Context: an optimization exercise on an open-source flow, tuned for small area and a short achievable clock period. The choices shown serve that exercise and are no tape-out recipe. RTL that was checked went through simulation tests only; none was proved equivalent to the original. For runs 1 and 2, only the layout was checked, not whether the RTL still works. Power and IR drop assume default switching activity.

--- flow/standard.sh ---
#!/bin/bash
# synth_recipe.tcl (not shown) runs the flow's synth.tcl, then flattens the netlist and writes it again
# the make line also repeats each setting of config.mk as NAME=value (left out here)
make -C /OpenROAD-flow-scripts/flow DESIGN_CONFIG=/design/flow/config.mk WORK_HOME=/design/flow/orfs CLKGATE_MAP_FILE= SYNTH_SCRIPT=/design/flow/synth_recipe.tcl "${@:-finish}"
--- flow/design.v ---
module fa (input a, input b, input c, output s, output co);
    assign s  = a ^ b ^ c;
    assign co = (a & b) | (a & c) | (b & c);
endmodule
module xn2 (input a, input b, output y);
    assign y = ~(a ^ b);
endmodule
module or2 (input a, input b, output y);
    assign y = a | b;
endmodule
module fa1 (input a, input b, output s, output co);
    xn2 u_s (.a(a), .b(b), .y(s));
    or2 u_c (.a(a), .b(b), .y(co));
endmodule
module ha (input a, input b, output s, output co);
    assign s  = a ^ b;
    assign co = a & b;
endmodule
module ks18 (input [17:0] a, input [17:0] b, output [17:0] s);
    localparam W = 18;
    localparam L = 5;
    wire [W-1:0] g [0:L];
    wire [W-1:0] p [0:L];
    assign g[0] = a & b;
    assign p[0] = a ^ b;
    genvar l, i;
    generate for (l = 0; l < L; l = l + 1) begin : g_l
        for (i = 0; i < W; i = i + 1) begin : g_i
            if (i >= (1 << l)) begin : g_m
                assign g[l+1][i] = g[l][i] | (p[l][i] & g[l][i-(1<<l)]);
                assign p[l+1][i] = p[l][i] & p[l][i-(1<<l)];
            end else begin : g_k
                assign g[l+1][i] = g[l][i];
                assign p[l+1][i] = p[l][i];
            end
        end
    end endgenerate
    assign s = p[0] ^ {g[L][W-2:0], 1'b0};
endmodule
module DSP (a,b,c,d,clk,rst_n,p);
    parameter OPERATION = "ADD" ;
    input [17:0] a,b,d;
    input [47:0] c;
    input clk,rst_n;
    output reg [47:0] p;
    wire [19:0] ax = {2'b00, a};
    reg [8:0] bo, bt, bn;
    reg bz;
    reg [17:0] s1;
    wire [17:0] s0;
    ks18 u_pre (.a(b), .b(d), .s(s0));
    reg [115:0] x;
    wire [115:0] xe = x;
    reg [47:0] r0;
    reg [47:6] r1;
    reg rc;
    wire [47:0] cd = {c[47:36] - 12'd1, c[35:0]};
    wire [115:0] xn;
    wire [8:0] nn = ~bn;
    wire [18:0] sx = {1'b0, s1};
    wire [18:0] sy = {s1, 1'b0};
    wire [17:0] pz = {18{bz}} & s1;
    wire [18:0] pp0 = (({19{bo[0]}} & sx) | ({19{bt[0]}} & sy)) ^ {19{bn[0]}};
    wire [18:0] pp1 = (({19{bo[1]}} & sx) | ({19{bt[1]}} & sy)) ^ {19{bn[1]}};
    wire [18:0] pp2 = (({19{bo[2]}} & sx) | ({19{bt[2]}} & sy)) ^ {19{bn[2]}};
    wire [18:0] pp3 = (({19{bo[3]}} & sx) | ({19{bt[3]}} & sy)) ^ {19{bn[3]}};
    wire [18:0] pp4 = (({19{bo[4]}} & sx) | ({19{bt[4]}} & sy)) ^ {19{bn[4]}};
    wire [18:0] pp5 = (({19{bo[5]}} & sx) | ({19{bt[5]}} & sy)) ^ {19{bn[5]}};
    wire [18:0] pp6 = (({19{bo[6]}} & sx) | ({19{bt[6]}} & sy)) ^ {19{bn[6]}};
    wire [18:0] pp7 = (({19{bo[7]}} & sx) | ({19{bt[7]}} & sy)) ^ {19{bn[7]}};
    wire [18:0] pp8 = (({19{bo[8]}} & sx) | ({19{bt[8]}} & sy)) ^ {19{bn[8]}};
    wire hs1, hk1;
    wire fs1, fk1;
    wire hs2, hk2;
    wire fs2, fk2;
    wire fs3, fk3;
    wire fs4, fk4;
    wire hs3, hk3;
    wire fs5, fk5;
    wire fs6, fk6;
    wire fs7, fk7;
    wire fs8, fk8;
    wire hs4, hk4;
    wire fs9, fk9;
    wire fs10, fk10;
    wire fs11, fk11;
    wire fs12, fk12;
    wire fs13, fk13;
    wire fs14, fk14;
    wire hs5, hk5;
    wire fs15, fk15;
    wire fs16, fk16;
    wire fs17, fk17;
    wire fs18, fk18;
    wire fs19, fk19;
    wire fs20, fk20;
    wire fs21, fk21;
    wire hs6, hk6;
    wire fs22, fk22;
    wire fs23, fk23;
    wire fs24, fk24;
    wire fs25, fk25;
    wire fs26, fk26;
    wire fs27, fk27;
    wire fs28, fk28;
    wire fs29, fk29;
    wire fs30, fk30;
    wire gs1, gk1;
    wire fs31, fk31;
    wire fs32, fk32;
    wire hs7, hk7;
    wire gs2, gk2;
    wire fs33, fk33;
    wire fs34, fk34;
    wire fs35, fk35;
    wire fs36, fk36;
    wire fs37, fk37;
    wire gs3, gk3;
    wire fs38, fk38;
    wire fs39, fk39;
    wire fs40, fk40;
    wire fs41, fk41;
    wire hs8, hk8;
    wire gs4, gk4;
    wire fs42, fk42;
    wire hs9, hk9;
    wire fs43, fk43;
    wire fs44, fk44;
    wire gs5, gk5;
    wire fs45, fk45;
    wire fs46, fk46;
    wire fs47, fk47;
    wire gs6, gk6;
    wire fs48, fk48;
    wire fs49, fk49;
    wire hs10, hk10;
    wire gs7, gk7;
    wire hs11, hk11;
    wire fs50, fk50;
    wire gs8, gk8;
    wire fs51, fk51;
    wire gs9, gk9;
    wire hs12, hk12;
    wire hs13, hk13;
    wire hs14, hk14;
    wire fs52, fk52;
    wire hs15, hk15;
    wire fs53, fk53;
    wire fs54, fk54;
    wire fs55, fk55;
    wire fs56, fk56;
    wire fs57, fk57;
    wire hs16, hk16;
    wire fs58, fk58;
    wire fs59, fk59;
    wire hs17, hk17;
    wire fs60, fk60;
    wire fs61, fk61;
    wire fs62, fk62;
    wire hs18, hk18;
    wire fs63, fk63;
    wire fs64, fk64;
    wire fs65, fk65;
    wire fs66, fk66;
    wire fs67, fk67;
    wire fs68, fk68;
    wire fs69, fk69;
    wire fs70, fk70;
    wire fs71, fk71;
    wire fs72, fk72;
    wire fs73, fk73;
    wire fs74, fk74;
    wire hs19, hk19;
    wire fs75, fk75;
    wire fs76, fk76;
    wire fs77, fk77;
    wire fs78, fk78;
    wire fs79, fk79;
    wire fs80, fk80;
    wire fs81, fk81;
    wire fs82, fk82;
    wire fs83, fk83;
    wire fs84, fk84;
    wire fs85, fk85;
    wire hs20, hk20;
    wire fs86, fk86;
    wire fs87, fk87;
    wire fs88, fk88;
    wire fs89, fk89;
    wire fs90, fk90;
    wire fs91, fk91;
    wire hs21, hk21;
    wire hs22, hk22;
    wire hs23, hk23;
    wire hs24, hk24;
    wire hs25, hk25;
    wire fs92, fk92;
    wire fs93, fk93;
    wire fs94, fk94;
    wire fs95, fk95;
    wire hs26, hk26;
    wire fs96, fk96;
    wire hs27, hk27;
    wire fs97, fk97;
    wire fs98, fk98;
    wire fs99, fk99;
    wire fs100, fk100;
    wire fs101, fk101;
    wire fs102, fk102;
    wire fs103, fk103;
    wire fs104, fk104;
    wire fs105, fk105;
    wire hs28, hk28;
    wire fs106, fk106;
    wire hs29, hk29;
    wire fs107, fk107;
    wire hs30, hk30;
    wire fs108, fk108;
    wire hs31, hk31;
    wire fs109, fk109;
    wire hs32, hk32;
    wire fs110, fk110;
    wire hs33, hk33;
    wire fs111, fk111;
    wire hs34, hk34;
    wire hs35, hk35;
    wire hs36, hk36;
    wire hs37, hk37;
    wire hs38, hk38;
    wire fs112, fk112;
    wire fs113, fk113;
    wire fs114, fk114;
    wire fs115, fk115;
    wire fs116, fk116;
    wire fs117, fk117;
    wire fs118, fk118;
    wire fs119, fk119;
    wire fs120, fk120;
    wire fs121, fk121;
    wire fs122, fk122;
    wire fs123, fk123;
    wire fs124, fk124;
    wire fs125, fk125;
    wire fs126, fk126;
    wire fs127, fk127;
    wire fs128, fk128;
    wire fs129, fk129;
    wire fs130, fk130;
    wire fs131, fk131;
    wire fs132, fk132;
    wire fs133, fk133;
    wire fs134, fk134;
    wire fs135, fk135;
    wire hs39, hk39;
    wire hs40, hk40;
    wire hs41, hk41;
    wire hs42, hk42;
    wire hs43, hk43;
    wire hs44, hk44;
    wire fs136, fk136;
    wire fs137, fk137;
    wire fs138, fk138;
    wire fs139, fk139;
    wire fs140, fk140;
    wire fs141, fk141;
    wire fs142, fk142;
    wire fs143, fk143;
    wire fs144, fk144;
    wire fs145, fk145;
    wire fs146, fk146;
    wire fs147, fk147;
    wire fs148, fk148;
    wire fs149, fk149;
    wire fs150, fk150;
    wire fs151, fk151;
    wire fs152, fk152;
    wire fs153, fk153;
    wire fs154, fk154;
    wire fs155, fk155;
    wire fs156, fk156;
    wire fs157, fk157;
    wire fs158, fk158;
    wire fs159, fk159;
    wire fs160, fk160;
    wire fs161, fk161;
    wire fs162, fk162;
    wire fs163, fk163;
    wire fs164, fk164;
    wire fs165, fk165;
    wire fs166, fk166;
    wire fs167, fk167;
    wire fs168, fk168;
    wire hs45, hk45;
    ha h1 (.a(pp0[0]), .b(bn[0]), .s(hs1), .co(hk1));
    fa u1 (.a(pp0[2]), .b(pp1[0]), .c(bn[1]), .s(fs1), .co(fk1));
    ha h2 (.a(pp0[3]), .b(pp1[1]), .s(hs2), .co(hk2));
    fa u2 (.a(pp0[4]), .b(pp1[2]), .c(pp2[0]), .s(fs2), .co(fk2));
    fa u3 (.a(pp0[5]), .b(pp1[3]), .c(pp2[1]), .s(fs3), .co(fk3));
    fa u4 (.a(pp0[6]), .b(pp1[4]), .c(pp2[2]), .s(fs4), .co(fk4));
    ha h3 (.a(pp3[0]), .b(bn[3]), .s(hs3), .co(hk3));
    fa u5 (.a(pp0[7]), .b(pp1[5]), .c(pp2[3]), .s(fs5), .co(fk5));
    fa u6 (.a(pp0[8]), .b(pp1[6]), .c(pp2[4]), .s(fs6), .co(fk6));
    fa u7 (.a(pp3[2]), .b(pp4[0]), .c(bn[4]), .s(fs7), .co(fk7));
    fa u8 (.a(pp0[9]), .b(pp1[7]), .c(pp2[5]), .s(fs8), .co(fk8));
    ha h4 (.a(pp3[3]), .b(pp4[1]), .s(hs4), .co(hk4));
    fa u9 (.a(pp0[10]), .b(pp1[8]), .c(pp2[6]), .s(fs9), .co(fk9));
    fa u10 (.a(pp3[4]), .b(pp4[2]), .c(pp5[0]), .s(fs10), .co(fk10));
    fa u11 (.a(pp0[11]), .b(pp1[9]), .c(pp2[7]), .s(fs11), .co(fk11));
    fa u12 (.a(pp3[5]), .b(pp4[3]), .c(pp5[1]), .s(fs12), .co(fk12));
    fa u13 (.a(pp0[12]), .b(pp1[10]), .c(pp2[8]), .s(fs13), .co(fk13));
    fa u14 (.a(pp3[6]), .b(pp4[4]), .c(pp5[2]), .s(fs14), .co(fk14));
    ha h5 (.a(pp6[0]), .b(bn[6]), .s(hs5), .co(hk5));
    fa u15 (.a(pp0[13]), .b(pp1[11]), .c(pp2[9]), .s(fs15), .co(fk15));
    fa u16 (.a(pp3[7]), .b(pp4[5]), .c(pp5[3]), .s(fs16), .co(fk16));
    fa u17 (.a(pp0[14]), .b(pp1[12]), .c(pp2[10]), .s(fs17), .co(fk17));
    fa u18 (.a(pp3[8]), .b(pp4[6]), .c(pp5[4]), .s(fs18), .co(fk18));
    fa u19 (.a(pp6[2]), .b(pp7[0]), .c(bn[7]), .s(fs19), .co(fk19));
    fa u20 (.a(pp0[15]), .b(pp1[13]), .c(pp2[11]), .s(fs20), .co(fk20));
    fa u21 (.a(pp3[9]), .b(pp4[7]), .c(pp5[5]), .s(fs21), .co(fk21));
    ha h6 (.a(pp6[3]), .b(pp7[1]), .s(hs6), .co(hk6));
    fa u22 (.a(pp0[16]), .b(pp1[14]), .c(pp2[12]), .s(fs22), .co(fk22));
    fa u23 (.a(pp3[10]), .b(pp4[8]), .c(pp5[6]), .s(fs23), .co(fk23));
    fa u24 (.a(pp6[4]), .b(pp7[2]), .c(pp8[0]), .s(fs24), .co(fk24));
    fa u25 (.a(pp0[17]), .b(pp1[15]), .c(pp2[13]), .s(fs25), .co(fk25));
    fa u26 (.a(pp3[11]), .b(pp4[9]), .c(pp5[7]), .s(fs26), .co(fk26));
    fa u27 (.a(pp6[5]), .b(pp7[3]), .c(pp8[1]), .s(fs27), .co(fk27));
    fa u28 (.a(pp0[18]), .b(pp1[16]), .c(pp2[14]), .s(fs28), .co(fk28));
    fa u29 (.a(pp3[12]), .b(pp4[10]), .c(pp5[8]), .s(fs29), .co(fk29));
    fa u30 (.a(pp6[6]), .b(pp7[4]), .c(pp8[2]), .s(fs30), .co(fk30));
    fa1 v1 (.a(nn[0]), .b(pp1[17]), .s(gs1), .co(gk1));
    fa u31 (.a(pp2[15]), .b(pp3[13]), .c(pp4[11]), .s(fs31), .co(fk31));
    fa u32 (.a(pp5[9]), .b(pp6[7]), .c(pp7[5]), .s(fs32), .co(fk32));
    ha h7 (.a(pp8[3]), .b(pz[1]), .s(hs7), .co(hk7));
    fa1 v2 (.a(pp1[18]), .b(pp2[16]), .s(gs2), .co(gk2));
    fa u33 (.a(pp3[14]), .b(pp4[12]), .c(pp5[10]), .s(fs33), .co(fk33));
    fa u34 (.a(pp6[8]), .b(pp7[6]), .c(pp8[4]), .s(fs34), .co(fk34));
    fa u35 (.a(nn[1]), .b(pp2[17]), .c(pp3[15]), .s(fs35), .co(fk35));
    fa u36 (.a(pp4[13]), .b(pp5[11]), .c(pp6[9]), .s(fs36), .co(fk36));
    fa u37 (.a(pp7[7]), .b(pp8[5]), .c(pz[3]), .s(fs37), .co(fk37));
    fa1 v3 (.a(pp2[18]), .b(pp3[16]), .s(gs3), .co(gk3));
    fa u38 (.a(pp4[14]), .b(pp5[12]), .c(pp6[10]), .s(fs38), .co(fk38));
    fa u39 (.a(pp7[8]), .b(pp8[6]), .c(pz[4]), .s(fs39), .co(fk39));
    fa u40 (.a(nn[2]), .b(pp3[17]), .c(pp4[15]), .s(fs40), .co(fk40));
    fa u41 (.a(pp5[13]), .b(pp6[11]), .c(pp7[9]), .s(fs41), .co(fk41));
    ha h8 (.a(pp8[7]), .b(pz[5]), .s(hs8), .co(hk8));
    fa1 v4 (.a(pp3[18]), .b(pp4[16]), .s(gs4), .co(gk4));
    fa u42 (.a(pp5[14]), .b(pp6[12]), .c(pp7[10]), .s(fs42), .co(fk42));
    ha h9 (.a(pp8[8]), .b(pz[6]), .s(hs9), .co(hk9));
    fa u43 (.a(nn[3]), .b(pp4[17]), .c(pp5[15]), .s(fs43), .co(fk43));
    fa u44 (.a(pp6[13]), .b(pp7[11]), .c(pp8[9]), .s(fs44), .co(fk44));
    fa1 v5 (.a(pp4[18]), .b(pp5[16]), .s(gs5), .co(gk5));
    fa u45 (.a(pp6[14]), .b(pp7[12]), .c(pp8[10]), .s(fs45), .co(fk45));
    fa u46 (.a(nn[4]), .b(pp5[17]), .c(pp6[15]), .s(fs46), .co(fk46));
    fa u47 (.a(pp7[13]), .b(pp8[11]), .c(pz[9]), .s(fs47), .co(fk47));
    fa1 v6 (.a(pp5[18]), .b(pp6[16]), .s(gs6), .co(gk6));
    fa u48 (.a(pp7[14]), .b(pp8[12]), .c(pz[10]), .s(fs48), .co(fk48));
    fa u49 (.a(nn[5]), .b(pp6[17]), .c(pp7[15]), .s(fs49), .co(fk49));
    ha h10 (.a(pp8[13]), .b(pz[11]), .s(hs10), .co(hk10));
    fa1 v7 (.a(pp6[18]), .b(pp7[16]), .s(gs7), .co(gk7));
    ha h11 (.a(pp8[14]), .b(pz[12]), .s(hs11), .co(hk11));
    fa u50 (.a(nn[6]), .b(pp7[17]), .c(pp8[15]), .s(fs50), .co(fk50));
    fa1 v8 (.a(pp7[18]), .b(pp8[16]), .s(gs8), .co(gk8));
    fa u51 (.a(nn[7]), .b(pp8[17]), .c(pz[15]), .s(fs51), .co(fk51));
    fa1 v9 (.a(pp8[18]), .b(pz[16]), .s(gs9), .co(gk9));
    ha h12 (.a(nn[8]), .b(pz[17]), .s(hs12), .co(hk12));
    ha h13 (.a(hk1), .b(pp0[1]), .s(hs13), .co(hk13));
    ha h14 (.a(fk1), .b(hs2), .s(hs14), .co(hk14));
    fa u52 (.a(hk2), .b(fs2), .c(bn[2]), .s(fs52), .co(fk52));
    ha h15 (.a(fk2), .b(fs3), .s(hs15), .co(hk15));
    fa u53 (.a(fk3), .b(fs4), .c(hs3), .s(fs53), .co(fk53));
    fa u54 (.a(fk4), .b(hk3), .c(fs5), .s(fs54), .co(fk54));
    fa u55 (.a(fk5), .b(fs6), .c(fs7), .s(fs55), .co(fk55));
    fa u56 (.a(fk6), .b(fk7), .c(fs8), .s(fs56), .co(fk56));
    fa u57 (.a(fk8), .b(hk4), .c(fs9), .s(fs57), .co(fk57));
    ha h16 (.a(fs10), .b(bn[5]), .s(hs16), .co(hk16));
    fa u58 (.a(fk9), .b(fk10), .c(fs11), .s(fs58), .co(fk58));
    fa u59 (.a(fk11), .b(fk12), .c(fs13), .s(fs59), .co(fk59));
    ha h17 (.a(fs14), .b(hs5), .s(hs17), .co(hk17));
    fa u60 (.a(fk13), .b(fk14), .c(hk5), .s(fs60), .co(fk60));
    fa u61 (.a(fs15), .b(fs16), .c(pp6[1]), .s(fs61), .co(fk61));
    fa u62 (.a(fk15), .b(fk16), .c(fs17), .s(fs62), .co(fk62));
    ha h18 (.a(fs18), .b(fs19), .s(hs18), .co(hk18));
    fa u63 (.a(fk17), .b(fk18), .c(fk19), .s(fs63), .co(fk63));
    fa u64 (.a(fs20), .b(fs21), .c(hs6), .s(fs64), .co(fk64));
    fa u65 (.a(fk20), .b(fk21), .c(hk6), .s(fs65), .co(fk65));
    fa u66 (.a(fs22), .b(fs23), .c(fs24), .s(fs66), .co(fk66));
    fa u67 (.a(fk22), .b(fk23), .c(fk24), .s(fs67), .co(fk67));
    fa u68 (.a(fs25), .b(fs26), .c(fs27), .s(fs68), .co(fk68));
    fa u69 (.a(fk25), .b(fk26), .c(fk27), .s(fs69), .co(fk69));
    fa u70 (.a(fs28), .b(fs29), .c(fs30), .s(fs70), .co(fk70));
    fa u71 (.a(fk28), .b(fk29), .c(fk30), .s(fs71), .co(fk71));
    fa u72 (.a(gs1), .b(fs31), .c(fs32), .s(fs72), .co(fk72));
    fa u73 (.a(gk1), .b(fk31), .c(fk32), .s(fs73), .co(fk73));
    fa u74 (.a(hk7), .b(gs2), .c(fs33), .s(fs74), .co(fk74));
    ha h19 (.a(fs34), .b(pz[2]), .s(hs19), .co(hk19));
    fa u75 (.a(gk2), .b(fk33), .c(fk34), .s(fs75), .co(fk75));
    fa u76 (.a(fs35), .b(fs36), .c(fs37), .s(fs76), .co(fk76));
    fa u77 (.a(fk35), .b(fk36), .c(fk37), .s(fs77), .co(fk77));
    fa u78 (.a(gs3), .b(fs38), .c(fs39), .s(fs78), .co(fk78));
    fa u79 (.a(gk3), .b(fk38), .c(fk39), .s(fs79), .co(fk79));
    fa u80 (.a(fs40), .b(fs41), .c(hs8), .s(fs80), .co(fk80));
    fa u81 (.a(fk40), .b(fk41), .c(hk8), .s(fs81), .co(fk81));
    fa u82 (.a(gs4), .b(fs42), .c(hs9), .s(fs82), .co(fk82));
    fa u83 (.a(gk4), .b(fk42), .c(hk9), .s(fs83), .co(fk83));
    fa u84 (.a(fs43), .b(fs44), .c(pz[7]), .s(fs84), .co(fk84));
    fa u85 (.a(fk43), .b(fk44), .c(gs5), .s(fs85), .co(fk85));
    ha h20 (.a(fs45), .b(pz[8]), .s(hs20), .co(hk20));
    fa u86 (.a(gk5), .b(fk45), .c(fs46), .s(fs86), .co(fk86));
    fa u87 (.a(fk46), .b(fk47), .c(gs6), .s(fs87), .co(fk87));
    fa u88 (.a(gk6), .b(fk48), .c(fs49), .s(fs88), .co(fk88));
    fa u89 (.a(fk49), .b(hk10), .c(gs7), .s(fs89), .co(fk89));
    fa u90 (.a(gk7), .b(hk11), .c(fs50), .s(fs90), .co(fk90));
    fa u91 (.a(fk50), .b(gs8), .c(pz[14]), .s(fs91), .co(fk91));
    ha h21 (.a(gk8), .b(fs51), .s(hs21), .co(hk21));
    ha h22 (.a(fk51), .b(gs9), .s(hs22), .co(hk22));
    ha h23 (.a(gk9), .b(hs12), .s(hs23), .co(hk23));
    ha h24 (.a(xe[22]), .b(xe[23]), .s(hs24), .co(hk24));
    ha h25 (.a(xe[26]), .b(xe[27]), .s(hs25), .co(hk25));
    fa u92 (.a(xe[29]), .b(xe[30]), .c(xe[31]), .s(fs92), .co(fk92));
    fa u93 (.a(xe[33]), .b(xe[34]), .c(xe[35]), .s(fs93), .co(fk93));
    fa u94 (.a(xe[37]), .b(xe[38]), .c(xe[39]), .s(fs94), .co(fk94));
    fa u95 (.a(xe[41]), .b(xe[42]), .c(xe[43]), .s(fs95), .co(fk95));
    ha h26 (.a(xe[44]), .b(xe[45]), .s(hs26), .co(hk26));
    fa u96 (.a(xe[46]), .b(xe[47]), .c(xe[48]), .s(fs96), .co(fk96));
    ha h27 (.a(xe[49]), .b(cd[17]), .s(hs27), .co(hk27));
    fa u97 (.a(xe[50]), .b(xe[51]), .c(xe[52]), .s(fs97), .co(fk97));
    fa u98 (.a(xe[53]), .b(xe[54]), .c(cd[18]), .s(fs98), .co(fk98));
    fa u99 (.a(xe[55]), .b(xe[56]), .c(xe[57]), .s(fs99), .co(fk99));
    fa u100 (.a(xe[58]), .b(xe[59]), .c(cd[19]), .s(fs100), .co(fk100));
    fa u101 (.a(xe[60]), .b(xe[61]), .c(xe[62]), .s(fs101), .co(fk101));
    fa u102 (.a(xe[63]), .b(xe[64]), .c(cd[20]), .s(fs102), .co(fk102));
    fa u103 (.a(xe[65]), .b(xe[66]), .c(xe[67]), .s(fs103), .co(fk103));
    fa u104 (.a(xe[68]), .b(xe[69]), .c(cd[21]), .s(fs104), .co(fk104));
    fa u105 (.a(xe[70]), .b(xe[71]), .c(xe[72]), .s(fs105), .co(fk105));
    ha h28 (.a(xe[73]), .b(cd[22]), .s(hs28), .co(hk28));
    fa u106 (.a(xe[74]), .b(xe[75]), .c(xe[76]), .s(fs106), .co(fk106));
    ha h29 (.a(xe[77]), .b(cd[23]), .s(hs29), .co(hk29));
    fa u107 (.a(xe[78]), .b(xe[79]), .c(xe[80]), .s(fs107), .co(fk107));
    ha h30 (.a(xe[81]), .b(cd[24]), .s(hs30), .co(hk30));
    fa u108 (.a(xe[82]), .b(xe[83]), .c(xe[84]), .s(fs108), .co(fk108));
    ha h31 (.a(xe[85]), .b(cd[25]), .s(hs31), .co(hk31));
    fa u109 (.a(xe[86]), .b(xe[87]), .c(xe[88]), .s(fs109), .co(fk109));
    ha h32 (.a(xe[89]), .b(cd[26]), .s(hs32), .co(hk32));
    fa u110 (.a(xe[90]), .b(xe[91]), .c(xe[92]), .s(fs110), .co(fk110));
    ha h33 (.a(xe[93]), .b(cd[27]), .s(hs33), .co(hk33));
    fa u111 (.a(xe[94]), .b(xe[95]), .c(xe[96]), .s(fs111), .co(fk111));
    ha h34 (.a(xe[97]), .b(xe[98]), .s(hs34), .co(hk34));
    ha h35 (.a(xe[100]), .b(xe[101]), .s(hs35), .co(hk35));
    ha h36 (.a(xe[103]), .b(xe[104]), .s(hs36), .co(hk36));
    ha h37 (.a(xe[11]), .b(xe[12]), .s(hs37), .co(hk37));
    ha h38 (.a(xe[14]), .b(xe[15]), .s(hs38), .co(hk38));
    fa u112 (.a(xe[16]), .b(xe[17]), .c(xe[18]), .s(fs112), .co(fk112));
    fa u113 (.a(xe[19]), .b(xe[20]), .c(xe[21]), .s(fs113), .co(fk113));
    fa u114 (.a(xe[24]), .b(xe[25]), .c(cd[11]), .s(fs114), .co(fk114));
    fa u115 (.a(xe[28]), .b(cd[12]), .c(hk24), .s(fs115), .co(fk115));
    fa u116 (.a(xe[32]), .b(cd[13]), .c(hk25), .s(fs116), .co(fk116));
    fa u117 (.a(xe[36]), .b(cd[14]), .c(fk92), .s(fs117), .co(fk117));
    fa u118 (.a(xe[40]), .b(cd[15]), .c(fk93), .s(fs118), .co(fk118));
    fa u119 (.a(cd[16]), .b(fk94), .c(fs95), .s(fs119), .co(fk119));
    fa u120 (.a(fk95), .b(hk26), .c(fs96), .s(fs120), .co(fk120));
    fa u121 (.a(fk96), .b(hk27), .c(fs97), .s(fs121), .co(fk121));
    fa u122 (.a(fk97), .b(fk98), .c(fs99), .s(fs122), .co(fk122));
    fa u123 (.a(fk99), .b(fk100), .c(fs101), .s(fs123), .co(fk123));
    fa u124 (.a(fk101), .b(fk102), .c(fs103), .s(fs124), .co(fk124));
    fa u125 (.a(fk103), .b(fk104), .c(fs105), .s(fs125), .co(fk125));
    fa u126 (.a(fk105), .b(hk28), .c(fs106), .s(fs126), .co(fk126));
    fa u127 (.a(fk106), .b(hk29), .c(fs107), .s(fs127), .co(fk127));
    fa u128 (.a(fk107), .b(hk30), .c(fs108), .s(fs128), .co(fk128));
    fa u129 (.a(fk108), .b(hk31), .c(fs109), .s(fs129), .co(fk129));
    fa u130 (.a(fk109), .b(hk32), .c(fs110), .s(fs130), .co(fk130));
    fa u131 (.a(cd[28]), .b(fk110), .c(hk33), .s(fs131), .co(fk131));
    fa u132 (.a(xe[99]), .b(cd[29]), .c(fk111), .s(fs132), .co(fk132));
    fa u133 (.a(xe[102]), .b(cd[30]), .c(hk34), .s(fs133), .co(fk133));
    fa u134 (.a(xe[105]), .b(cd[31]), .c(hk35), .s(fs134), .co(fk134));
    fa u135 (.a(xe[106]), .b(xe[107]), .c(cd[32]), .s(fs135), .co(fk135));
    ha h39 (.a(xe[108]), .b(xe[109]), .s(hs39), .co(hk39));
    ha h40 (.a(xe[110]), .b(xe[111]), .s(hs40), .co(hk40));
    ha h41 (.a(xe[112]), .b(xe[113]), .s(hs41), .co(hk41));
    ha h42 (.a(xe[114]), .b(xe[115]), .s(hs42), .co(hk42));
    ha h43 (.a(xe[2]), .b(xe[3]), .s(hs43), .co(hk43));
    ha h44 (.a(xe[4]), .b(cd[3]), .s(hs44), .co(hk44));
    fa u136 (.a(xe[5]), .b(xe[6]), .c(cd[4]), .s(fs136), .co(fk136));
    fa u137 (.a(xe[7]), .b(xe[8]), .c(cd[5]), .s(fs137), .co(fk137));
    fa u138 (.a(xe[9]), .b(xe[10]), .c(cd[6]), .s(fs138), .co(fk138));
    fa u139 (.a(xe[13]), .b(cd[7]), .c(hs37), .s(fs139), .co(fk139));
    fa u140 (.a(cd[8]), .b(hk37), .c(hs38), .s(fs140), .co(fk140));
    fa u141 (.a(cd[9]), .b(hk38), .c(fs112), .s(fs141), .co(fk141));
    fa u142 (.a(cd[10]), .b(fk112), .c(fs113), .s(fs142), .co(fk142));
    fa u143 (.a(hs24), .b(fk113), .c(fs114), .s(fs143), .co(fk143));
    fa u144 (.a(hs25), .b(fk114), .c(fs115), .s(fs144), .co(fk144));
    fa u145 (.a(fs92), .b(fk115), .c(fs116), .s(fs145), .co(fk145));
    fa u146 (.a(fs93), .b(fk116), .c(fs117), .s(fs146), .co(fk146));
    fa u147 (.a(fs94), .b(fk117), .c(fs118), .s(fs147), .co(fk147));
    fa u148 (.a(hs26), .b(fk118), .c(fs119), .s(fs148), .co(fk148));
    fa u149 (.a(hs27), .b(fk119), .c(fs120), .s(fs149), .co(fk149));
    fa u150 (.a(fs98), .b(fk120), .c(fs121), .s(fs150), .co(fk150));
    fa u151 (.a(fs100), .b(fk121), .c(fs122), .s(fs151), .co(fk151));
    fa u152 (.a(fs102), .b(fk122), .c(fs123), .s(fs152), .co(fk152));
    fa u153 (.a(fs104), .b(fk123), .c(fs124), .s(fs153), .co(fk153));
    fa u154 (.a(hs28), .b(fk124), .c(fs125), .s(fs154), .co(fk154));
    fa u155 (.a(hs29), .b(fk125), .c(fs126), .s(fs155), .co(fk155));
    fa u156 (.a(hs30), .b(fk126), .c(fs127), .s(fs156), .co(fk156));
    fa u157 (.a(hs31), .b(fk127), .c(fs128), .s(fs157), .co(fk157));
    fa u158 (.a(hs32), .b(fk128), .c(fs129), .s(fs158), .co(fk158));
    fa u159 (.a(hs33), .b(fk129), .c(fs130), .s(fs159), .co(fk159));
    fa u160 (.a(fs111), .b(fk130), .c(fs131), .s(fs160), .co(fk160));
    fa u161 (.a(hs34), .b(fk131), .c(fs132), .s(fs161), .co(fk161));
    fa u162 (.a(hs35), .b(fk132), .c(fs133), .s(fs162), .co(fk162));
    fa u163 (.a(hs36), .b(fk133), .c(fs134), .s(fs163), .co(fk163));
    fa u164 (.a(hk36), .b(fk134), .c(fs135), .s(fs164), .co(fk164));
    fa u165 (.a(cd[33]), .b(fk135), .c(hs39), .s(fs165), .co(fk165));
    fa u166 (.a(cd[34]), .b(hk39), .c(hs40), .s(fs166), .co(fk166));
    fa u167 (.a(cd[35]), .b(hk40), .c(hs41), .s(fs167), .co(fk167));
    fa u168 (.a(cd[36]), .b(hk41), .c(hs42), .s(fs168), .co(fk168));
    ha h45 (.a(cd[37]), .b(hk42), .s(hs45), .co(hk45));
    assign xn[0] = hs1;
    assign xn[1] = hs13;
    assign xn[2] = hk13;
    assign xn[3] = fs1;
    assign xn[4] = hs14;
    assign xn[5] = hk14;
    assign xn[6] = fs52;
    assign xn[7] = fk52;
    assign xn[8] = hs15;
    assign xn[9] = hk15;
    assign xn[10] = fs53;
    assign xn[11] = fk53;
    assign xn[12] = fs54;
    assign xn[13] = pp3[1];
    assign xn[14] = fk54;
    assign xn[15] = fs55;
    assign xn[16] = fk55;
    assign xn[17] = fs56;
    assign xn[18] = hs4;
    assign xn[19] = fk56;
    assign xn[20] = fs57;
    assign xn[21] = hs16;
    assign xn[22] = fk57;
    assign xn[23] = hk16;
    assign xn[24] = fs58;
    assign xn[25] = fs12;
    assign xn[26] = fk58;
    assign xn[27] = fs59;
    assign xn[28] = hs17;
    assign xn[29] = fk59;
    assign xn[30] = hk17;
    assign xn[31] = fs60;
    assign xn[32] = fs61;
    assign xn[33] = fk60;
    assign xn[34] = fk61;
    assign xn[35] = fs62;
    assign xn[36] = hs18;
    assign xn[37] = fk62;
    assign xn[38] = hk18;
    assign xn[39] = fs63;
    assign xn[40] = fs64;
    assign xn[41] = fk63;
    assign xn[42] = fk64;
    assign xn[43] = fs65;
    assign xn[44] = fs66;
    assign xn[45] = bn[8];
    assign xn[46] = fk65;
    assign xn[47] = fk66;
    assign xn[48] = fs67;
    assign xn[49] = fs68;
    assign xn[50] = fk67;
    assign xn[51] = fk68;
    assign xn[52] = fs69;
    assign xn[53] = fs70;
    assign xn[54] = pz[0];
    assign xn[55] = fk69;
    assign xn[56] = fk70;
    assign xn[57] = fs71;
    assign xn[58] = fs72;
    assign xn[59] = hs7;
    assign xn[60] = fk71;
    assign xn[61] = fk72;
    assign xn[62] = fs73;
    assign xn[63] = fs74;
    assign xn[64] = hs19;
    assign xn[65] = fk73;
    assign xn[66] = fk74;
    assign xn[67] = hk19;
    assign xn[68] = fs75;
    assign xn[69] = fs76;
    assign xn[70] = fk75;
    assign xn[71] = fk76;
    assign xn[72] = fs77;
    assign xn[73] = fs78;
    assign xn[74] = fk77;
    assign xn[75] = fk78;
    assign xn[76] = fs79;
    assign xn[77] = fs80;
    assign xn[78] = fk79;
    assign xn[79] = fk80;
    assign xn[80] = fs81;
    assign xn[81] = fs82;
    assign xn[82] = fk81;
    assign xn[83] = fk82;
    assign xn[84] = fs83;
    assign xn[85] = fs84;
    assign xn[86] = fk83;
    assign xn[87] = fk84;
    assign xn[88] = fs85;
    assign xn[89] = hs20;
    assign xn[90] = fk85;
    assign xn[91] = hk20;
    assign xn[92] = fs86;
    assign xn[93] = fs47;
    assign xn[94] = fk86;
    assign xn[95] = fs87;
    assign xn[96] = fs48;
    assign xn[97] = fk87;
    assign xn[98] = fs88;
    assign xn[99] = hs10;
    assign xn[100] = fk88;
    assign xn[101] = fs89;
    assign xn[102] = hs11;
    assign xn[103] = fk89;
    assign xn[104] = fs90;
    assign xn[105] = pz[13];
    assign xn[106] = fk90;
    assign xn[107] = fs91;
    assign xn[108] = fk91;
    assign xn[109] = hs21;
    assign xn[110] = hk21;
    assign xn[111] = hs22;
    assign xn[112] = hk22;
    assign xn[113] = hs23;
    assign xn[114] = hk23;
    assign xn[115] = hk12;
    wire [47:0] r0n = {cd[47], cd[46], cd[45], cd[44], cd[43], cd[42], cd[41], cd[40], cd[39], cd[38], fk168, fk167, fk166, fk165, fk164, fk163, fk162, fk161, fk160, fk159, fk158, fk157, fk156, fk155, fk154, fk153, fk152, fk151, fk150, fk149, fk148, fk147, fk146, fk145, fk144, fk143, fk142, fk141, fk140, fk139, fk138, fk137, fk136, hk44, hk43, cd[2], xe[1], xe[0]};
    wire [47:0] r1n = {1'b0, 1'b0, 1'b0, 1'b0, 1'b0, 1'b0, 1'b0, 1'b0, 1'b0, hk45, hs45, fs168, fs167, fs166, fs165, fs164, fs163, fs162, fs161, fs160, fs159, fs158, fs157, fs156, fs155, fs154, fs153, fs152, fs151, fs150, fs149, fs148, fs147, fs146, fs145, fs144, fs143, fs142, fs141, fs140, fs139, fs138, fs137, fs136, hs44, hs43, cd[1], cd[0]};
    always @(posedge clk) s1 <= s0;
    wire [6:0] lo = r0n[5:0] + r1n[5:0];
    wire [42:0] hi = {r0[47:6], 1'b1} + {r1[47:6], rc};
    always @(posedge clk or negedge rst_n) begin
        if (!rst_n) begin
            bo <= 0; bt <= 0; bn <= 0; bz <= 0;
            x <= 116'b00101010100100100100100100010010001000100010001000001100000000000000000000000000000000000000000000000000000000000000; r0 <= 0; r1 <= 0; rc <= 0; p <= 0;
        end else begin
            bo[0] <= ax[0] ^ 1'b0;
            bt[0] <= (ax[1] & ~ax[0] & ~1'b0) | (~ax[1] & ax[0] & 1'b0);
            bn[0] <= ax[1];
            bo[1] <= ax[2] ^ ax[1];
            bt[1] <= (ax[3] & ~ax[2] & ~ax[1]) | (~ax[3] & ax[2] & ax[1]);
            bn[1] <= ax[3];
            bo[2] <= ax[4] ^ ax[3];
            bt[2] <= (ax[5] & ~ax[4] & ~ax[3]) | (~ax[5] & ax[4] & ax[3]);
            bn[2] <= ax[5];
            bo[3] <= ax[6] ^ ax[5];
            bt[3] <= (ax[7] & ~ax[6] & ~ax[5]) | (~ax[7] & ax[6] & ax[5]);
            bn[3] <= ax[7];
            bo[4] <= ax[8] ^ ax[7];
            bt[4] <= (ax[9] & ~ax[8] & ~ax[7]) | (~ax[9] & ax[8] & ax[7]);
            bn[4] <= ax[9];
            bo[5] <= ax[10] ^ ax[9];
            bt[5] <= (ax[11] & ~ax[10] & ~ax[9]) | (~ax[11] & ax[10] & ax[9]);
            bn[5] <= ax[11];
            bo[6] <= ax[12] ^ ax[11];
            bt[6] <= (ax[13] & ~ax[12] & ~ax[11]) | (~ax[13] & ax[12] & ax[11]);
            bn[6] <= ax[13];
            bo[7] <= ax[14] ^ ax[13];
            bt[7] <= (ax[15] & ~ax[14] & ~ax[13]) | (~ax[15] & ax[14] & ax[13]);
            bn[7] <= ax[15];
            bo[8] <= ax[16] ^ ax[15];
            bt[8] <= (ax[17] & ~ax[16] & ~ax[15]) | (~ax[17] & ax[16] & ax[15]);
            bn[8] <= ax[17];
            bz <= a[17];
            x  <= xn;
            r0 <= {r0n[47:6], lo[5:0]};
            r1 <= r1n[47:6];
            rc <= lo[6];
            p  <= {hi[42:1], r0[5:0]};
        end
    end
endmodule
--- flow/flow/run.sh ---
#!/bin/bash
# Standard ORFS layout (the standard.sh, unchanged synthesis), except:
# - the input and output ports are buffered with a plain buf_1 instead of the
#   delay-type buffer that buffer_ports picks by default;
# - clock tree synthesis inserts no dummy load cells.
set -euo pipefail
bash standard.sh \
  "BUFFER_PORTS_ARGS=-buffer_cell sky130_fd_sc_hd__buf_1" \
  "CTS_ARGS=-sink_clustering_enable -repair_clock_nets -sink_clustering_size 16 -sink_clustering_max_diameter 60 -buf_list sky130_fd_sc_hd__clkbuf_8 -dont_use_dummy_load" \
  finish > orfs_make.log 2>&1
--- flow/constraint.sdc ---
create_clock -name core_clock -period 7.0 [get_ports {clk}]
set_input_delay 1.4000 -clock core_clock [delete_from_list [all_inputs] [get_ports {clk}]]
set_output_delay 1.4000 -clock core_clock [all_outputs]
set_load 0.01 [all_outputs]
--- flow/config.mk ---
export PLATFORM = sky130hd
export DESIGN_NAME = DSP
export DESIGN_NICKNAME = DSP
export VERILOG_FILES = /design/flow/design.v
export SDC_FILE = /design/flow/constraint.sdc
export NUM_CORES = 4
export LEC_CHECK = 0
export CAP_MARGIN = 20
export CORE_MARGIN = 2
export CORE_UTILIZATION = 60
export CTS_BUF_LIST = sky130_fd_sc_hd__clkbuf_8
export CTS_CLUSTER_DIAMETER = 60
export CTS_CLUSTER_SIZE = 16
export SETUP_SLACK_MARGIN = 4.5
export SLEW_MARGIN = 20
export SYNTH_HIERARCHICAL = 1
export SYNTH_MINIMUM_KEEP_SIZE = 0
==> qor.txt, run 1 <==
Largest fanout on the critical path -> 3
Async set or reset register ratio after synthesis -> 0.9381
Mean cell area of the mapped netlist -> 11.99 um^2
Largest net degree at the start of global routing -> 100
Top post-synthesis cells by count -> sky130_fd_sc_hd__dfrtp_1, sky130_fd_sc_hd__xnor2_1, sky130_fd_sc_hd__fa_1
Initial Util -> 0.6112
Clock slew at reported path FFs -> 0.10 ns
Die Outline Area -> 31,760 um^2
Setup repair after global routing missed its margin -> true
Post-route standard cell area excluding fillers -> 20,190 um^2
Wire length of the first global-routing pass -> 66.70 mm
Port Buf Inserts -> 151
Fraction of synthesized cell area taken by the top area cell type -> 0.3518
Post-Synthesis Cell Area -> 18,210 um^2
Power per Cell Area -> 477.7 nW/um^2
Post-Synthesis Cells -> 1,519
GP Congestion -> 0.8774
Final wirelength -> 41.64 mm
Main area contributors after synthesis -> sky130_fd_sc_hd__dfrtp_1, sky130_fd_sc_hd__fa_1, sky130_fd_sc_hd__xnor2_1
Sum of net half-perimeters after detailed placement -> 29.71 mm
Number of buffers on the longest clock path -> 3
Initial DRC count -> 1,037
Fin. max-slew vios -> 0
CTS tree -> yes
Antenna violations before repair -> 1
Final standard cell utilization of the core -> 0.6775
Post-synthesis cell type count -> 73
Period Utilization, post-route -> 0.3629
Worst vdd ir -> 0.2129 mV
Post-route DRC -> 0
Final setup violation count -> 0
Total number of nets in the final design -> 2,001
Number of flops mapped to enable cells by yosys -> 0
Ports -> 152
Post-detailed-route via-to-cell ratio -> 6.028
Number of nets in the synthesized netlist -> 1,896
Detailed Routing Iterations Pass 1 -> 6
Tightest slew margin relative to the limit -> 0.4440
Min-delay src -> r0[3]
Number of violations of the max-capacitance limit -> 0
Clock period minus final worst setup slack -> 2.540 ns
Element type at the critical path start -> flip-flop
Skew-Pair Late Insertion Delay -> 0.58 ns
Post-route ant nets -> 0
GRT Total Usage -> 0.2711
Final hold viol count -> 0
Placeable Area -> 29,800 um^2
Hold Crit Class -> flip-flop to flip-flop
Overflow left after global routing -> 0
Required time at the worst-slack endpoint -> 7.42 ns
H-Tree Level Count -> 1
Worst Max-Slew Pin Slew -> 0.8340 ns
Root Buffer Master -> sky130_fd_sc_hd__clkbuf_8
Average wire per standard cell -> 20.70 um
Most area-hungry cell type in the Yosys netlist -> sky130_fd_sc_hd__dfrtp_1
Minimum setup slack in the final design -> 4.460 ns
Count of synthesis-stage warnings from yosys -> 8
Die boundary height -> 178.2 um
Arrival time of the worst setup path -> 2.96 ns
Critical path capture point type -> flip-flop
Total cell area at the placement stage -> 19,280 um^2
Share of synthesized area occupied by flip-flops and latches -> 0.3961
Critical path class -> flip-flop to flip-flop
Fraction of final layout cells sized beyond drive strength 1 -> 0.1467
Post-Place Worst Slack -> 3.967 ns
Synthesis-stage register bit count -> 291
Syn-to-layout area delta -> 10.86%
Vias after detailed routing -> 12,130
CTS Buf Count -> 25
Highest Clock Rate -> 393.7 MHz
Synth Flop Type -> sky130_fd_sc_hd__dfrtp_1
Critical R2R Launch -> rc
Total chip power -> 0.009643 W
Via count of the first global-routing pass -> 12,300
Leakage power -> 8.127 nW
Number of fill cells -> 2,270
# clock sinks -> 291
Most frequently used cell type in the post-synthesis netlist -> sky130_fd_sc_hd__dfrtp_1
Diodes inserted -> 0
Setup_tns -> 0 ns
DIE WIDTH -> 178.2 um
Run status -> finished clean
Critical path launch point -> rc
Standard-cell rows -> 63
Clock skew -> 0.05900 ns
[area by class of cell]
class                   instances  area (um^2)  share of cell area
clock buffers                  25        344.1             0.01704
inverters                      34        127.6            0.006322
flip-flops and latches        291         7254              0.3593
multi-input cells            1091        11090              0.5492
well taps                     390        488.0             0.02417
repair buffers                181        887.1             0.04394
[registers in the layout, indices dropped and copies added (netlist names)]
register	flops
bn	9
r1	33
rc	1
s1	18
bt	9
bo	9
p	48
r0	48
x	116
[cells by family after synthesis]
group / after synthesis / synth area share
buffers and inverters: 137 / 0.02913
flip-flops: 291 / 0.3961
AO/OA/AOI/OAI: 349 / 0.1333
AND/OR/NAND/NOR: 214 / 0.06060
XOR/XNOR: 253 / 0.1217
adder cells (fa/ha/maj): 273 / 0.2581
multiplexers: 2 / 0.001099
[final timing paths]
| check | cells after the start | slack (ns) | end |
|---|---|---|---|
| setup / recovery | 9 | 4.46 | p[27] |
| hold / removal | 0 | 0.36 | p[3] |
| setup reg to reg | 9 | 4.46 | p[27] |
| hold reg to reg | 0 | 0.36 | p[3] |
| max in group asynchronous | 2 | 4.93 | p[27] |
| min in group asynchronous | 1 | 0.89 | r0[8] |
[routing by layer]
metal	wire, um	share of wire	track usage
met1	18660	0.45	0.4041
met2	18590	0.45	0.4075
met3	3268	0.078	0.05286
met4	1124	0.027	0.08062
met5	0	0	0
[per-module statistics from Yosys, one instance, submodules excluded, a selection]
module | cells | cell area, um^2 | times used
DSP | 1171 | 13300 | 1
ks18 | 117 | 844.6 | 1
fa | 1 | 20.02 | 168
ha | 1 | 12.51 | 45
xn2 | 1 | 8.758 | 9
or2 | 1 | 6.256 | 9
[power by group]
group | switching (W) | total, W | internal (W)
sequential | 0.000547 | 0.00307 | 0.00253
clock | 0.000504 | 0.000821 | 0.000317
combinational | 0.00308 | 0.00575 | 0.00267
[through the flow]
stage | hold slack [ns] | cells
after global routing | 0.3537 | 2012
after CTS | 0.3602 | 2007
final | 0.3583 | 2012
after detailed placement | 0.3379 | 1968
after floorplan | 0.3312 | 1519
after global placement | 0.3365 | 1968
[repair_timing]
| action | CTS | global route |
|---|---|---|
| gates cloned | 0 | 0 |
| pin swaps | 18 | 13 |
| setup buffers | 14 | 5 |
| setup endpoints to repair | 72 | 96 |
| hold buffers | 0 | 0 |
| resized for setup | 39 | 89 |
[cell usage in the layout (no fill, tap or decap), types with 4 or more instances in the layout]
master                     count
sky130_fd_sc_hd__dfrtp_1     241
sky130_fd_sc_hd__xnor2_1     211
sky130_fd_sc_hd__fa_1        164
sky130_fd_sc_hd__a22oi_1     154
sky130_fd_sc_hd__buf_1       110
sky130_fd_sc_hd__ha_1         67
sky130_fd_sc_hd__nand2_1      63
sky130_fd_sc_hd__a21oi_1      53
sky130_fd_sc_hd__xor2_1       41
sky130_fd_sc_hd__clkbuf_2     36
sky130_fd_sc_hd__ha_4         35
sky130_fd_sc_hd__inv_1        33
sky130_fd_sc_hd__o21ai_0      33
sky130_fd_sc_hd__nor2_1       31
sky130_fd_sc_hd__buf_4        28
sky130_fd_sc_hd__clkbuf_8     25
sky130_fd_sc_hd__and2_1       24
sky130_fd_sc_hd__dfxtp_2      18
sky130_fd_sc_hd__dfstp_2      17
sky130_fd_sc_hd__nand3_1      16
sky130_fd_sc_hd__a21o_1       15
sky130_fd_sc_hd__dfrtp_2      15
sky130_fd_sc_hd__nor3_1       11
sky130_fd_sc_hd__nand4_1      10
sky130_fd_sc_hd__nand3b_1     10
sky130_fd_sc_hd__o211ai_1      9
sky130_fd_sc_hd__a21oi_2       9
sky130_fd_sc_hd__or2_1         9
sky130_fd_sc_hd__o21bai_1      8
sky130_fd_sc_hd__o21a_1        8
sky130_fd_sc_hd__nand2b_1      8
sky130_fd_sc_hd__fa_2          7
sky130_fd_sc_hd__o21ai_1       6
sky130_fd_sc_hd__a31oi_1       5
sky130_fd_sc_hd__nor2b_1       5
sky130_fd_sc_hd__buf_6         5
sky130_fd_sc_hd__a211oi_1      4
sky130_fd_sc_hd__a211oi_2      4
[worst max-delay path, stage by stage (launching register included)]
cell and delay [ns]:
sky130_fd_sc_hd__dfrtp_1 0.40, sky130_fd_sc_hd__inv_2 0.06, sky130_fd_sc_hd__fa_2 0.41, sky130_fd_sc_hd__nor2b_2 0.15, sky130_fd_sc_hd__o211ai_1 0.15, sky130_fd_sc_hd__a21bo_2 0.27, sky130_fd_sc_hd__a21o_4 0.24, sky130_fd_sc_hd__o41ai_4 0.40
sky130_fd_sc_hd__a21oi_2 0.12, sky130_fd_sc_hd__xnor2_2 0.16
==> run 2, diff against run 1 <==
--- a/flow/design.v
+++ b/flow/design.v
@@ -53,5 +53,5 @@
     wire [115:0] xe = x;
     reg [47:0] r0;
-    reg [47:6] r1;
+    reg [47:7] r1;
     reg rc;
     wire [47:0] cd = {c[47:36] - 12'd1, c[35:0]};
@@ -633,6 +633,6 @@
     wire [47:0] r1n = {1'b0, 1'b0, 1'b0, 1'b0, 1'b0, 1'b0, 1'b0, 1'b0, 1'b0, hk45, hs45, fs168, fs167, fs166, fs165, fs164, fs163, fs162, fs161, fs160, fs159, fs158, fs157, fs156, fs155, fs154, fs153, fs152, fs151, fs150, fs149, fs148, fs147, fs146, fs145, fs144, fs143, fs142, fs141, fs140, fs139, fs138, fs137, fs136, hs44, hs43, cd[1], cd[0]};
     always @(posedge clk) s1 <= s0;
-    wire [6:0] lo = r0n[5:0] + r1n[5:0];
-    wire [42:0] hi = {r0[47:6], 1'b1} + {r1[47:6], rc};
+    wire [7:0] lo = r0n[6:0] + r1n[6:0];
+    wire [41:0] hi = {r0[47:7], 1'b1} + {r1[47:7], rc};
     always @(posedge clk or negedge rst_n) begin
         if (!rst_n) begin
@@ -669,8 +669,8 @@
             bz <= a[17];
             x  <= xn;
-            r0 <= {r0n[47:6], lo[5:0]};
-            r1 <= r1n[47:6];
-            rc <= lo[6];
-            p  <= {hi[42:1], r0[5:0]};
+            r0 <= {r0n[47:7], lo[6:0]};
+            r1 <= r1n[47:7];
+            rc <= lo[7];
+            p  <= {hi[41:1], r0[6:0]};
         end
     end
==> qor.txt, run 2 <==
Sequential cell area -> 7226 um^2
Die boundary height -> 176.4 um
Largest fanout on the critical path -> 4
Final wirelength -> 39.29 mm
Number of flops mapped to enable cells by yosys -> 0
Worst vdd ir -> 0.3081 mV
Worst Max-Slew Pin Slew -> 0.8337 ns
Syn-to-layout area delta -> 10.57%
CTS hold repair buffers -> 0
Sum of net half-perimeters after detailed placement -> 27.39 mm
Worst min-delay path endpoint -> p[5]
Fraction of synthesized cell area taken by the top area cell type -> 0.3579
Final setup violation count -> 0
CTS Buf Count -> 27
Mean cell area of the mapped netlist -> 12.32 um^2
Share of power burned in the clock network -> 0.094
Clock skew -> 0.05524 ns
Relative contribution of combinational cells to total power -> 0.575
Critical R2R Launch -> r0[9]
Run status -> finished clean
Worst reg2reg endpoint -> p[36]
Post-route DRC -> 0
Async set or reset register ratio after synthesis -> 0.9379
Commonest non-fill, non-tap cell in the layout -> sky130_fd_sc_hd__dfrtp_1
H-Tree Level Count -> 1
Worst-case reg-to-reg path depth -> 9
GP Congestion -> 0.9012
Main area contributors after synthesis -> sky130_fd_sc_hd__dfrtp_1, sky130_fd_sc_hd__fa_1, sky130_fd_sc_hd__xnor2_1
Fraction of final layout cells sized beyond drive strength 1 -> 0.1425
Fraction of power spent switching nets -> 0.4196
Post-detailed-route via-to-cell ratio -> 5.858
Hold Crit Class -> flip-flop to flip-flop
Critical path capture point type -> flip-flop
Part of the total power dissipated in sequential elements -> 0.331
Post-route ant nets -> 0
Internal power -> 0.005337 W
Top post-synthesis cells by count -> sky130_fd_sc_hd__dfrtp_1, sky130_fd_sc_hd__xnor2_1, sky130_fd_sc_hd__fa_1
Element type at the critical path start -> flip-flop
Critical path class -> flip-flop to flip-flop
Initial Util -> 0.6048
Number of nets in the synthesized netlist -> 1,824
Worst Hold Path Cells -> 0
Tightest slew margin relative to the limit -> 0.4442
Regs by FF count -> x x116, p x48, r0 x48
Fin. max-slew vios -> 0
Detailed Routing Iterations Pass 1 -> 7
Number of buffers on the longest clock path -> 3
Period Utilization, post-route -> 0.3726
Via count of the first global-routing pass -> 11,940
Clock period minus final worst setup slack -> 2.608 ns
GRT Total Usage -> 0.2596
Power per Cell Area -> 466.4 nW/um^2
Arrival time of the worst setup path -> 3.08 ns
Placeable Area -> 29,480 um^2
Max reg flops -> 116
Worst-case hold slack -> 0.3559 ns
Initial DRC count -> 705
Average wire per standard cell -> 20.23 um
# clock sinks -> 290
Most area-hungry cell type in the Yosys netlist -> sky130_fd_sc_hd__dfrtp_1
Post-synthesis cell type count -> 58
Synthesis-stage register bit count -> 290
Setup_tns -> 0 ns
Required time at the worst-slack endpoint -> 7.48 ns
Clock slew at reported path FFs -> 0.10 ns
DIE WIDTH -> 176.4 um
Antenna violations before repair -> 1
Standard-cell rows -> 63
Leakage power -> 7.948 nW
CTS tree -> yes
Post-Synthesis Cell Area -> 17,830 um^2
Most frequently used cell type in the post-synthesis netlist -> sky130_fd_sc_hd__dfrtp_1
Net switching power -> 0.003858 W
Root Buffer Master -> sky130_fd_sc_hd__clkbuf_8
Wire length of the first global-routing pass -> 63.59 mm
Largest net degree at the start of global routing -> 152
Port Buf Inserts -> 151
Number of violations of the max-capacitance limit -> 0
Post-Synthesis Cells -> 1,447
Final hold viol count -> 0
Die Outline Area -> 31,110 um^2
Post-Place Cells -> 1,899
Total number of nets in the final design -> 1,930
Overflow left after global routing -> 0
Share of synthesized area occupied by flip-flops and latches -> 0.4032
Total chip power -> 0.009195 W
Register-to-register path setup slack -> 4.39 ns
Number of standard cells in the final layout excluding fillers -> 1,942
Min-delay src -> r0[5]
Vias after detailed routing -> 11,380
Largest Register -> x
Number of fill cells -> 2,276
Highest Clock Rate -> 383.4 MHz
Count of synthesis-stage warnings from yosys -> 8
Most used cells in the layout excluding fill and tap cells -> sky130_fd_sc_hd__dfrtp_1, sky130_fd_sc_hd__xnor2_1, sky130_fd_sc_hd__fa_1, sky130_fd_sc_hd__a22oi_1, sky130_fd_sc_hd__buf_1
Synth Flop Type -> sky130_fd_sc_hd__dfrtp_1
Ports -> 152
Skew-Pair Late Insertion Delay -> 0.59 ns
Setup repair after global routing missed its margin -> true
Area of the multi-input gates -> 10,720 um^2
-- run 2: cell types whose count changed after synthesis, sizes merged, moves of 5 or more --
cell / change
o21ai: -11
buf: -5
xnor2: +7
nor3: -7
inv: -9
a21oi: -13
-- run 2: critical path: stages (launching register included) --
cell and delay, ns:
sky130_fd_sc_hd__dfrtp_1 0.42, sky130_fd_sc_hd__ha_4 0.30, sky130_fd_sc_hd__o211ai_1 0.12, sky130_fd_sc_hd__o211a_1 0.32
sky130_fd_sc_hd__or4_4 0.51, sky130_fd_sc_hd__nand2_4 0.10, sky130_fd_sc_hd__a41oi_4 0.16, sky130_fd_sc_hd__o31ai_4 0.31
sky130_fd_sc_hd__a221oi_2 0.11, sky130_fd_sc_hd__xnor2_1 0.14
-- run 2: cell families (layout without fill, tap and decap cells) --
family | after synthesis | count (layout) | share of synthesized area
AO/OA/AOI/OAI | 313 | 313 | 0.1260
XOR/XNOR | 256 | 256 | 0.1258
adder cells (fa/ha/maj) | 273 | 273 | 0.2636
buffers and inverters | 123 | 227 | 0.02646
flip-flops | 290 | 290 | 0.4032
multiplexers | 2 | 2 | 0.001123
other | 0 | 1 | 0
AND/OR/NAND/NOR | 190 | 190 | 0.05396
-- run 2: worst max path at each step --
stage / depth (start not counted) / endpoint / start
floorplan: 3 / r1[15] / c[21]
global placement: 7 / s1[17] / b[1]
detailed placement: 7 / s1[17] / b[1]
CTS: 9 / p[38] / rc
global route: 9 / p[38] / rc
finish: 9 / p[36] / r0[9]
-- run 2: routing by layer --
layer,up-vias,track usage,share of wire
li1,5148,-,-
met1,5691,0.3935,0.46
met2,463,0.3974,0.45
met3,74,0.04134,0.078
met4,0,0.06129,0.021
met5,-,0,0
-- run 2: power by group through the flow --
stage | clock, W | sequential, W | combinational [W]
2_1_floorplan | 0 | 0.00283 | 0.00364
3_3_place_gp | 0 | 0.00303 | 0.00480
3_5_place_dp | 0 | 0.00305 | 0.00493
4_1_cts | 0.000897 | 0.00303 | 0.00513
5_1_grt | 0.000955 | 0.00312 | 0.00601
6_report | 0.000863 | 0.00305 | 0.00529
-- run 2: cell type report --
class	count	area share
multi-input cells	1034	0.5436
clock buffers	27	0.01885
inverters	25	0.004760
diodes	1	0.0001269
repair buffers	175	0.04138
flip-flops and latches	290	0.3665
well taps	390	0.02475
-- run 2: through the flow --
stage | instance area, um^2 | utilization | setup slack (ns)
after floorplan | 18160 | - | 4.259
after global placement | 18930 | 0.6420 | 3.974
after detailed placement | 18930 | 0.6420 | 3.964
after CTS | 19500 | 0.6615 | 4.318
after global routing | 19710 | 0.6686 | 4.284
final | 19710 | 0.6687 | 4.392
-- run 2: Yosys stat by module (local to each module, per instance), excerpt --
module,copies in the design,flip-flops and latches,area [um^2]
ks18,1,0,844.6
DSP,1,290,12920
or2,9,0,6.256
fa,168,0,20.02
ha,45,0,12.51
xn2,9,0,8.758
-- run 2: timing repair --
item,4_1_cts,5_1_grt
resized for setup,36,73
setup endpoints to repair,66,128
buffers inserted,9,6
pin swaps,20,14
==> run 3, diff against run 2 <==
--- a/flow/design.v
+++ b/flow/design.v
@@ -53,5 +53,5 @@
     wire [115:0] xe = x;
     reg [47:0] r0;
-    reg [47:7] r1;
+    reg [47:8] r1;
     reg rc;
     wire [47:0] cd = {c[47:36] - 12'd1, c[35:0]};
@@ -633,6 +633,6 @@
     wire [47:0] r1n = {1'b0, 1'b0, 1'b0, 1'b0, 1'b0, 1'b0, 1'b0, 1'b0, 1'b0, hk45, hs45, fs168, fs167, fs166, fs165, fs164, fs163, fs162, fs161, fs160, fs159, fs158, fs157, fs156, fs155, fs154, fs153, fs152, fs151, fs150, fs149, fs148, fs147, fs146, fs145, fs144, fs143, fs142, fs141, fs140, fs139, fs138, fs137, fs136, hs44, hs43, cd[1], cd[0]};
     always @(posedge clk) s1 <= s0;
-    wire [7:0] lo = r0n[6:0] + r1n[6:0];
-    wire [41:0] hi = {r0[47:7], 1'b1} + {r1[47:7], rc};
+    wire [8:0] lo = r0n[7:0] + r1n[7:0];
+    wire [40:0] hi = {r0[47:8], 1'b1} + {r1[47:8], rc};
     always @(posedge clk or negedge rst_n) begin
         if (!rst_n) begin
@@ -669,8 +669,8 @@
             bz <= a[17];
             x  <= xn;
-            r0 <= {r0n[47:7], lo[6:0]};
-            r1 <= r1n[47:7];
-            rc <= lo[7];
-            p  <= {hi[41:1], r0[6:0]};
+            r0 <= {r0n[47:8], lo[7:0]};
+            r1 <= r1n[47:8];
+            rc <= lo[8];
+            p  <= {hi[40:1], r0[7:0]};
         end
     end
--- a/flow/flow/run.sh
+++ b/flow/flow/run.sh
@@ -7,4 +7,4 @@
 bash standard.sh \
   "BUFFER_PORTS_ARGS=-buffer_cell sky130_fd_sc_hd__buf_1" \
-  "CTS_ARGS=-sink_clustering_enable -repair_clock_nets -sink_clustering_size 16 -sink_clustering_max_diameter 60 -buf_list sky130_fd_sc_hd__clkbuf_8 -dont_use_dummy_load" \
+  "CTS_ARGS=-sink_clustering_enable -repair_clock_nets -sink_clustering_size 12 -sink_clustering_max_diameter 60 -buf_list sky130_fd_sc_hd__clkbuf_8 -dont_use_dummy_load" \
   finish > orfs_make.log 2>&1
--- a/flow/config.mk
+++ b/flow/config.mk
@@ -11,5 +11,5 @@
 export CTS_BUF_LIST = sky130_fd_sc_hd__clkbuf_8
 export CTS_CLUSTER_DIAMETER = 60
-export CTS_CLUSTER_SIZE = 16
+export CTS_CLUSTER_SIZE = 12
 export SETUP_SLACK_MARGIN = 4.5
 export SLEW_MARGIN = 20
==> qor.txt, run 3 <==
Die Outline Area -> 31,250 um^2
DIE WIDTH -> 176.8 um
Most frequently used cell type in the post-synthesis netlist -> sky130_fd_sc_hd__dfrtp_1
Wire length of the first global-routing pass -> 63.61 mm
Most area-hungry cell type in the Yosys netlist -> sky130_fd_sc_hd__dfrtp_1
Ports -> 152
CTS Buf Count -> 29
Initial Util -> 0.6075
Run status -> finished clean
Critical path class -> flip-flop to output pin
H-Tree Level Count -> 1
Number of fill cells -> 2,284
Post-route ant nets -> 0
Port Buf Inserts -> 151
Critical path capture point type -> output pin
Antenna violations before repair -> 1
Synth Flop Type -> sky130_fd_sc_hd__dfrtp_1
Largest fanout on the critical path -> 1
Element type at the critical path start -> flip-flop
Average wire per standard cell -> 20.28 um
Family of cells with the greatest summed delay on the critical path -> flip-flops
Number of buffers on the longest clock path -> 3
Standard-cell rows -> 63
CTS tree -> yes
Leakage power -> 7.928 nW
GRT Total Usage -> 0.2630
# clock sinks -> 289
Synthesis-stage register bit count -> 289
Final standard cell utilization of the core -> 0.6651
Top post-synthesis cells by count -> sky130_fd_sc_hd__dfrtp_1, sky130_fd_sc_hd__xnor2_1, sky130_fd_sc_hd__fa_1
Post-Synthesis Cell Area -> 17,910 um^2
Clock skew -> 0.03561 ns
Clock slew at reported path FFs -> 0.08 ns
Overflow left after global routing -> 0
Regs by FF count -> x x116, p x48, r0 x48
Number of flops mapped to enable cells by yosys -> 0
Clock period minus final worst setup slack -> 2.490 ns
Post-synthesis cell type count -> 63
Tightest slew margin relative to the limit -> 0.4724
Sequential cell area -> 7209 um^2
Post-detailed-route via-to-cell ratio -> 5.904
Worst vdd ir -> 0.1784 mV
Largest net degree at the start of global routing -> 68
Period Utilization, post-route -> 0.3557
Highest Clock Rate -> 401.7 MHz
Most used cells in the layout excluding fill and tap cells -> sky130_fd_sc_hd__dfrtp_1, sky130_fd_sc_hd__xnor2_1, sky130_fd_sc_hd__fa_1, sky130_fd_sc_hd__a22oi_1, sky130_fd_sc_hd__buf_1
Max reg flops -> 116
Cell at the slowest stage of the critical path -> sky130_fd_sc_hd__dfrtp_1
Power per Cell Area -> 464.9 nW/um^2
Skew-Pair Late Insertion Delay -> 0.58 ns
Detailed Routing Iterations Pass 1 -> 8
Fraction of synthesized cell area taken by the top area cell type -> 0.3549
Required time at the worst-slack endpoint -> 5.60 ns
Final setup violation count -> 0
Register-to-register path setup slack -> 4.58 ns
Hold Crit Class -> flip-flop to flip-flop
Sum of net half-perimeters after detailed placement -> 29.09 mm
Share of synthesized area occupied by flip-flops and latches -> 0.3999
Main area contributors after synthesis -> sky130_fd_sc_hd__dfrtp_1, sky130_fd_sc_hd__fa_1, sky130_fd_sc_hd__xnor2_1
Arrival time of the worst setup path -> 1.09 ns
Mean cell area of the mapped netlist -> 12.05 um^2
Number of violations of the max-capacitance limit -> 0
Area of the multi-input gates -> 10,680 um^2
Via count of the first global-routing pass -> 11,720
Vias after detailed routing -> 11,640
Final wirelength -> 40.00 mm
Commonest non-fill, non-tap cell in the layout -> sky130_fd_sc_hd__dfrtp_1
Final hold viol count -> 0
Crit-path max cell delay -> 0.39 ns
Fin. max-slew vios -> 0
Cell-by-cell listing of the critical path -> buf_6
CTS hold repair buffers -> 0
GP Congestion -> 0.9131
Count of synthesis-stage warnings from yosys -> 8
Number of nets in the synthesized netlist -> 1,863
Fraction of final layout cells sized beyond drive strength 1 -> 0.1252
Async set or reset register ratio after synthesis -> 0.9377
Syn-to-layout area delta -> 9.466%
Post-route DRC -> 0
Largest Register -> x
Setup_tns -> 0 ns
Setup repair after global routing missed its margin -> true
Buf/Inv on CP -> 1
Root Buffer Master -> sky130_fd_sc_hd__clkbuf_8
Diodes inserted -> 0
Total number of nets in the final design -> 1,961
Die boundary height -> 176.8 um
Placeable Area -> 29,480 um^2
Post-Synthesis Cells -> 1,486
Worst Max-Slew Pin Slew -> 0.7914 ns
Initial DRC count -> 926
[run 3: cell count changes after synthesis, sizes merged, moves of 3 or more]
cell | before | now
o21ai | 31 | 48
a21oi | 49 | 60
xnor2 | 219 | 209
nand2 | 64 | 72
xor2 | 37 | 44
nor2 | 28 | 34
o21a | 8 | 3
o31ai | 7 | 3
a211oi | 8 | 5
and2 | 21 | 24
and3 | 7 | 4
inv | 25 | 28
o22ai | 0 | 3
[run 3: worst paths after layout]
kind	from	endpoint	cells past startpoint
max reg2reg	bt[8]	x[49]	4
min in group asynchronous	rst_n	x[15]	1
min reg2reg	r0[3]	p[3]	0
min	r0[3]	p[3]	0
max	p[2]	p[2]	1
max in group asynchronous	rst_n	r1[15]	2
[run 3: cells by family (layout without fill, tap and decap cells)]
logic type / count (synthesis) / in the layout / synth area share
fa+ha+maj: 273 / 273 / 0.2624
flops: 289 / 289 / 0.3999
buf+inv: 127 / 223 / 0.02710
mux: 3 / 3 / 0.001746
xor+xnor: 253 / 253 / 0.1237
simple gates: 210 / 210 / 0.05882
compound gates: 331 / 331 / 0.1263
[run 3: what timing repair did]
item                                    CTS  global route
endpoints found under the setup margin   77            86
pin swaps                                 2             8
gates resized for setup                  25            62
buffers inserted                          2             2
[run 3: layer usage]
layer,up-vias,routed length (um),GRT usage
met4,0,748,0.05854
met2,477,17630,0.3906
met1,5835,18350,0.4056
met5,-,0,0
li1,5272,-,-
met3,58,3262,0.04940
[run 3: per-stage QoR]
step	cell area (um^2)	hold WS (ns)	setup slack, ns	cells	power [W]
after floorplan	18250	0.3312	4.108	1486	0.006462
after global placement	19010	0.3325	3.951	1939	0.007922
after detailed placement	19010	0.3356	3.918	1939	0.008133
after CTS	19470	0.3468	4.444	1970	0.009055
after global routing	19610	0.3441	4.442	1972	0.009956
final	19610	0.3400	4.510	1972	0.009115
[run 3: Yosys stat by module (local to each module, per instance), excerpt]
module | area, um^2 | cells | times used | flip-flops and latches
DSP | 13000 | 1138 | 1 | 289
fa | 20.02 | 1 | 168 | 0
ha | 12.51 | 1 | 45 | 0
ks18 | 844.6 | 117 | 1 | 0
or2 | 6.256 | 1 | 9 | 0
xn2 | 8.758 | 1 | 9 | 0
[run 3: area by class of cell]
| type | instances | area share |
|---|---|---|
| clock buffers | 29 | 0.02036 |
| inverters | 28 | 0.005361 |
| repair buffers | 166 | 0.03714 |
| well taps | 390 | 0.02489 |
| multi-input cells | 1070 | 0.5445 |
| flip-flops and latches | 289 | 0.3677 |
[run 3: power breakdown]
group	total (W)	internal (W)	switching, W
sequential	0.00301	0.00251	0.000503
combinational	0.00522	0.00236	0.00287
clock	0.000880	0.000366	0.000514

what the ideal ports hide:
How much do the figures lean on ideal ports? The routed layouts below were timed once more, with nothing changed but the port constraints. Step 1 sets driving cells, clkbuf_16 on the clock port and buf_2 on the other inputs (assumed; they add their load-dependent delay and slew). Step 2 adds t to the input delays and takes it off the output delays; t is the mean of the earliest and latest rising clock arrival at the registers after step 1. Input paths then give back, and output paths get back, about the clock's delay inside the block. Slacks: no drivers / after step 1 / after step 2; pairs: no drivers / after step 1.
| run | shift t [ns] | slack for setup (ns) | worst hold slack (ns) |
|---|---|---|---|
| run 1 | 0.603 | 4.460 / 4.460 / 4.023 | 0.358 / 0.358 / 0.358 |
| run 2 | 0.612 | 4.392 / 4.392 / 4.001 | 0.356 / 0.356 / 0.356 |
| run 3 | 0.607 | 4.510 / 4.462 / 3.926 | 0.340 / 0.340 / 0.340 |
After both steps every run listed still meets setup and hold. For run 3, which loses most, drivers alone change the setup slack by -0.048 ns; drivers and shift together by -0.584 ns.
